Source: an optimization exercise on an open RTL-to-GDS flow (aim: small area). Production flows keep margins and buffers that such runs may drop.
The RTL was checked by simulation tests, not by an equivalence proof against the original design.
Power is estimated from default activity; no workload was simulated.

==> flow/design.v <==
module vga_generator(
	input				clk,
	input				reset_n,
	input		[3:0]		mode,
	input		[15:0]		pongbar1_y_input,
	input		[15:0]		pongbar2_y_input,
	input		[15:0]		bal_x_input,
	input		[15:0]		bal_y_input,
	output	reg			vga_hs,
	output	reg			vga_vs,
	output	reg			vga_de,
	output		[7:0]		vga_r,
	output		[7:0]		vga_g,
	output		[7:0]		vga_b
);
wire m4 = mode[3] | mode[2];
wire m0 = !m4 && mode[1:0] == 2'd0;
wire m1 = !m4 && mode[1:0] == 2'd1;
wire m2 = !m4 && mode[1:0] == 2'd2;
wire m3 = !m4 && mode[1:0] == 2'd3;
reg  [11:0] U0;
reg  [10:0] Y0;
always @(*)
begin
	case ({m4, mode[1:0]})
		3'd0:    begin U0 = 12'd3953; Y0 = 11'd2012; end
		3'd1:    begin U0 = 12'd3975; Y0 = 11'd2011; end
		3'd2:    begin U0 = 12'd3801; Y0 = 11'd2012; end
		3'd3:    begin U0 = 12'd3737; Y0 = 11'd2006; end
		default: begin U0 = 12'd3905; Y0 = 11'd2006; end
	endcase
end
reg  [11:0] hx;
reg  [10:0] vy;
reg         lit;
wire [11:0] h = hx;
wire [10:0] v = vy;
wire h_up = h[11];
wire v_up = v[10] & v[9];
wire h_sync_up =
	(m0 && h[7] && h[6] && (h[5] || h[4])) ||
	(m1 && h[6] && (h[5] || h[4] || h[3] || h[2])) ||
	(m2 && h[8] && (h[7] || (h[6] && h[5]))) ||
	(m3 && h[8] && (h[7] || h[6] || h[5] || h[4] || h[3])) ||
	(m4 && (h[7] || (h[6] && h[5] && (h[4] || (h[3] && h[2])))));
wire v_sync_up =
	(m0 && (v[5] || v[1] || v[0])) ||
	(m1 && v[5]) ||
	(m2 && v[5] && (v[4] || v[3] || v[2] || v[1] || v[0])) ||
	(m3 && (v[5] || v[3])) ||
	(m4 && (v[5] || (v[3] && (v[2] || v[1]))));
wire h_past =
	(m0 && h[9] && h[7]) ||
	(m1 && h[9] && h[7] && h[6] && (h[5] || h[4])) ||
	(m2 && h[10]) ||
	(m3 && h[10] && h[8]) ||
	(m4 && h[10] && h[9] && h[8] && h[7]);
wire v_past =
	((m0 || m1) && v[8] && v[7] && v[6] && (v[5] || (v[4] && v[3] && v[2] && v[1] && v[0]))) ||
	(m2 && v[9] && (v[8] || &v[7:0])) ||
	(m3 && &v[9:0]) ||
	(m4 && v[10] && v[5] && v[4] && (v[3] || (v[2] && v[1] && v[0])));
wire h_wrap = !h_up && h_past && (
	(m0 && h[4]) ||
	(m1 && h[5]) ||
	(m2 && h[4] && h[3]) ||
	(m3 && h[5] && h[4]) ||
	(m4 && h[6] && h[4] && h[3]));
wire v_wrap = !v_up && v_past && (
	(m0 && v[5] && v[3]) ||
	(m1 && v[5] && v[2] && v[1] && v[0]) ||
	(m2 && v[8] && v[0]) ||
	m3 ||
	(m4 && v[3] && v[1]));
wire v_first = &v[5:0];
always @(posedge clk)
begin
	if (!reset_n || h_wrap)
		hx <= U0;
	else
		hx <= hx + 12'd1;
	if (!reset_n || (h_wrap && v_wrap))
		vy <= Y0;
	else
		vy <= vy + {10'd0, h_wrap};
end
wire hs_next = h_up ? h_sync_up : !h_wrap;
wire vs_next = v_up ? v_sync_up : !v_wrap;
wire de_next = !h_up && !h_past && (v_up ? v_first : !v_past);
always @(posedge clk or negedge reset_n)
	if (!reset_n)
	begin
		vga_hs <= 1'b1;
		vga_vs <= 1'b1;
		vga_de <= 1'b0;
	end
	else
	begin
		vga_hs <= hs_next;
		if (h_wrap)
			vga_vs <= vs_next;
		vga_de <= de_next;
	end
wire [10:0] x = hx[10:0];
wire [8:0]  y = v_up ? 9'd0 : vy[8:0];
wire        right = x[9];
wire [8:0]  bar = right ? pongbar2_y_input[8:0] : pongbar1_y_input[8:0];
wire        bar_hi = right ? (pongbar2_y_input[15:9] == 7'd0) : (pongbar1_y_input[15:9] == 7'd0);
wire        bar_col = !x[10] && (right ?
	(x[8:7] == 2'b00 && x[6] && x[5] && x[4] && (x[3] || (x[2] && x[1]))) :
	(x[8:4] == 5'd0 && !(x[3] && (x[2] || x[1]))));
wire [8:0]  nbar = ~bar;
wire [9:0]  dc;
wire [8:0]  dy;
assign dc[0] = 1'b1;
genvar i;
generate for (i = 0; i < 9; i = i + 1) begin : g_dy
	assign dy[i] = y[i] ^ nbar[i] ^ dc[i];
	assign dc[i+1] = (y[i] & nbar[i]) | (y[i] & dc[i]) | (nbar[i] & dc[i]);
end endgenerate
wire        bar_hit = bar_col && bar_hi && dc[9] && dy[8:6] == 3'd0 && !(dy[5] && (dy[4] || dy[3]));
wire        ball_hit = {5'd0, x} == bal_x_input && {7'd0, y} == bal_y_input;
always @(posedge clk)
	lit <= bar_hit || ball_hit;
assign vga_r = {8{lit}};
assign vga_g = 8'h00;
assign vga_b = lit ? 8'h00 : 8'd125;
endmodule
module pong_vpg(
	input				clk,
	input				reset_n,
	input		[3:0]		mode,
	input		[15:0]		pongbar1_y_input,
	input		[15:0]		pongbar2_y_input,
	input		[15:0]		bal_x_input,
	input		[15:0]		bal_y_input,
	output				vpg_de,
	output				vpg_hs,
	output				vpg_vs,
	output		[7:0]		vpg_r,
	output		[7:0]		vpg_g,
	output		[7:0]		vpg_b
);
vga_generator u_vga_generator (
	.clk(clk),
	.reset_n(reset_n),
	.mode(mode),
	.pongbar1_y_input(pongbar1_y_input),
	.pongbar2_y_input(pongbar2_y_input),
	.bal_x_input(bal_x_input),
	.bal_y_input(bal_y_input),
	.vga_hs(vpg_hs),
	.vga_vs(vpg_vs),
	.vga_de(vpg_de),
	.vga_r(vpg_r),
	.vga_g(vpg_g),
	.vga_b(vpg_b));
endmodule
==> flow/config.mk <==
export PLATFORM = sky130hd
export DESIGN_NAME = pong_vpg
export DESIGN_NICKNAME = pong_vpg
export VERILOG_FILES = /design/flow/design.v
export SDC_FILE = /design/flow/constraint.sdc
export NUM_CORES = 4
export LEC_CHECK = 0
export CAP_MARGIN = 20
export CORE_MARGIN = 2
export CORE_UTILIZATION = 40
export GPL_TIMING_DRIVEN = 0
export SLEW_MARGIN = 20
==> flow/constraint.sdc <==
create_clock -name core_clock -period 4.5 [get_ports {clk}]
set_input_delay 0.9000 -clock core_clock [delete_from_list [all_inputs] [get_ports {clk}]]
set_output_delay 0.9000 -clock core_clock [all_outputs]
set_load 0.01 [all_outputs]
standard.sh (not shown) runs the stock make flow with config.mk's settings and CLKGATE_MAP_FILE= SYNTH_SCRIPT=/design/flow/synth_recipe.tcl, a recipe that flattens the netlist after the stock synthesis.
==> flow/flow/run.sh <==
#!/bin/bash
# The standard layout (standard.sh) with two changes:
#  - Yosys's technology mapping (abc) runs an area-oriented ABC script,
#    flow/area.abc, instead of ORFS's speed script; the synthesis is
#    otherwise the standard one, so the registers are the same.
#  - the port buffers that global placement inserts are buf_1 cells.
# Each tool's full output is in the ORFS logs under orfs/logs/; make's
# output is in flow_make.log.
set -euo pipefail
here=$(pwd)
{
	head -n 1 synth_recipe.tcl
	echo "proc abc {args} { set i [lsearch \$args -script]; set args [lreplace \$args \$i [expr {\$i + 1}] -script $here/flow/area.abc]; yosys abc {*}\$args }"
	tail -n +2 synth_recipe.tcl
} > area_synth.tcl
sed "s#SYNTH_SCRIPT=[^ ]*#SYNTH_SCRIPT=$here/area_synth.tcl#" standard.sh > area_standard.sh
grep -q "SYNTH_SCRIPT=$here/area_synth.tcl" area_standard.sh
export BUFFER_PORTS_ARGS="-buffer_cell sky130_fd_sc_hd__buf_1"
bash area_standard.sh > flow_make.log 2>&1
==> flow/flow/area.abc <==
strash
ifraig
dc2
dc2
strash
&get -n
&dch -f
&nf -R 1000 -F 10 -C 32
&put
Edit:
CAP_MARGIN = 0   (was 20)
GPL_TIMING_DRIVEN = unset   (was 0)
SLEW_MARGIN = 0   (was 20)
After rerunning: The new run produced a clean layout; setup slack is better by 0.096 ns; clock skew hardly moves; synthesized cell count does not change; die area is unchanged; wire length drops by about 0.9%; sequential power barely changes; power drops by about 1.1%; final area drops by 5.0%; fmax climbs by about 2.3%.
Edit:
CAP_MARGIN = 20   (was 0)
SLEW_MARGIN = 20   (was 0)
What happened:
- The new run finished clean
- sequential share of layout area is unchanged
- count of clock-buffer cells in the layout stays the same
- core utilization is unchanged
- worst setup slack does not change
- clock skew is unchanged
- first-iteration DRC count is unchanged
- non-clock buffer count does not change
- cell area stays the same
- via count stays the same

---

Setup of the reference run:
Another version of the RTL of pong_vpg (not shown whole).
Size in the first run: ~280 cells after synthesis, ~27 flip-flops, about 97 I/O pins, roughly 2100 sq um of cells after synthesis.
// pong_vpg
module pong_vpg(
	input				clk,
	input				reset_n,
	input		[3:0]		mode,
	input		[15:0]		pongbar1_y_input,
	input		[15:0]		pongbar2_y_input,
	input		[15:0]		bal_x_input,
	input		[15:0]		bal_y_input,
	output				vpg_de,
	output				vpg_hs,
	output				vpg_vs,
	output		[7:0]		vpg_r,
	output		[7:0]		vpg_g,
	output		[7:0]		vpg_b
);
vga_generator u_vga_generator (
	.clk(clk),
	.reset_n(reset_n),
	.mode(mode),
	.pongbar1_y_input(pongbar1_y_input),
	.pongbar2_y_input(pongbar2_y_input),
	.bal_x_input(bal_x_input),
	.bal_y_input(bal_y_input),
	.vga_hs(vpg_hs),
	.vga_vs(vpg_vs),
	.vga_de(vpg_de),
	.vga_r(vpg_r),
	.vga_g(vpg_g),
	.vga_b(vpg_b));
endmodule
clock: 4.5 ns
lec_check: 0
cap_margin: 20
core_margin: 2
core_utilization: 40
slew_margin: 20
==> flow/flow/run.sh <==
#!/bin/bash
# The standard layout (standard.sh) with these changes:
#  - Yosys's technology mapping (abc) runs an area-oriented ABC script,
#    flow/area.abc, instead of ORFS's speed script, and the synthesis
#    skips extract_fa, leaving the adders' gates to ABC; the synthesis is
#    otherwise the standard one, so the registers are the same.
#  - the port buffers that global placement inserts are buf_1 cells.
#  - global placement is not timing-driven (the later repair steps still
#    fix timing); flow/pre_gpl.tcl removes synthesis's buffers before it.
# Each tool's full output is in the ORFS logs under orfs/logs/; make's
# output is in flow_make.log.
set -euo pipefail
here=$(pwd)
{
	head -n 1 synth_recipe.tcl
	echo "proc extract_fa {args} { }"
	echo "proc abc {args} { set i [lsearch \$args -script]; set args [lreplace \$args \$i [expr {\$i + 1}] -script $here/flow/area.abc]; yosys abc {*}\$args }"
	tail -n +2 synth_recipe.tcl
} > area_synth.tcl
sed "s#SYNTH_SCRIPT=[^ ]*#SYNTH_SCRIPT=$here/area_synth.tcl#" standard.sh > area_standard.sh
grep -q "SYNTH_SCRIPT=$here/area_synth.tcl" area_standard.sh
export BUFFER_PORTS_ARGS="-buffer_cell sky130_fd_sc_hd__buf_1"
export GPL_TIMING_DRIVEN=0
export PRE_GLOBAL_PLACE_TCL=$here/flow/pre_gpl.tcl
bash area_standard.sh > flow_make.log 2>&1
==> flow/flow/area.abc <==
strash
ifraig
dc2
dc2
strash
dch -f
map -a
&get -n
&dch -f
&nf -R 1000 -F 10 -C 32
&put
==> flow/flow/pre_gpl.tcl <==
# Global placement runs without its timing-driven mode (GPL_TIMING_DRIVEN 0),
# which is what normally removes synthesis's buffers first; remove them here.
remove_buffers
The reference run | stages: all done | timing, DRC, antenna: all pass
Here is what was changed in the inputs of the trial run compared with the reference run.
diff --git a/flow/flow/run.sh b/flow/flow/run.sh
--- a/flow/flow/run.sh
+++ b/flow/flow/run.sh
@@ -6,6 +6,6 @@
 #    otherwise the standard one, so the registers are the same.
 #  - the port buffers that global placement inserts are buf_1 cells.
-#  - global placement is not timing-driven (the later repair steps still
-#    fix timing); flow/pre_gpl.tcl removes synthesis's buffers before it.
+#  - the outputs that are constant 0 share synthesis's one tie cell
+#    (SKIP_REPAIR_TIE_FANOUT).
 # Each tool's full output is in the ORFS logs under orfs/logs/; make's
 # output is in flow_make.log.
@@ -21,5 +21,4 @@
 grep -q "SYNTH_SCRIPT=$here/area_synth.tcl" area_standard.sh
 export BUFFER_PORTS_ARGS="-buffer_cell sky130_fd_sc_hd__buf_1"
-export GPL_TIMING_DRIVEN=0
-export PRE_GLOBAL_PLACE_TCL=$here/flow/pre_gpl.tcl
+export SKIP_REPAIR_TIE_FANOUT=1
 bash area_standard.sh > flow_make.log 2>&1
removed: flow/flow/pre_gpl.tcl
==> comparison <==
Between the reference run and the trial run, the flow reports first-pass GRT wire length decreasing by a few percent.
[the trial run] via count fell about 0.7% relative to the reference run
The number of violations reported at the end of detailed-routing iteration 0 of the trial run was inferior to that of the reference run.
On layout overhead on the synthesized area: the trial run sits below the reference run.
Re non-clock buffer count in the final layout: the trial run is about 1.1% up on the reference run.
The trial run and the reference run ended up with nearly the same average cell area after synthesis.
Between the trial run and the reference run, worst hold slack is higher for the trial run, the reference run comes in under that.
Taking the reference run as the reference point, the routed wire length of the trial run falls by 3.0%.
When the trial run is set beside the reference run, its transition time at the pin with the least slew margin turns out to be 0.45 ns smaller.
Compared to the reference run, the trial run has number of combinational gates with multiple inputs 4.0% lower.

[re-timing with driven ports]
No port has a modelled driver above. Below, the same layouts with a new extraction and two added sets of constraints. Step 1: set_driving_cell puts a clkbuf_16 on clk and a buf_2 on each other input, an assumption about the parent block. Step 2 times the ports against the registers' clock, not the clock port: input delays grow and output delays shrink by t, the midpoint of the rising clock arrivals with the driver on. a / b / c = no drivers / after step 1 / after step 2; a / b = the first two.
run	shift t [ns]	slack for setup (ns)	worst register clock-pin slew, ns	worst slew at a driven data input, ns
the first run of note 1	0.305	0.239 / 0.245 / -0.060	0.10 / 0.10	0.06
the second run of note 1	0.294	0.335 / 0.342 / 0.047	0.10 / 0.10	0.05
the third run of note 1	0.294	0.335 / 0.342 / 0.047	0.10 / 0.10	0.05
the reference run	0.303	0.729 / 0.738 / 0.434	0.09 / 0.09	0.04
the trial run	0.298	1.072 / 1.069 / 0.781	0.09 / 0.09	0.04
Met with ideal ports but missed after step 2: setup timing in the first run of note 1. The setup slack of the first run of note 1, which loses most, moves by +0.006 ns with the drivers and by -0.299 ns with both steps.
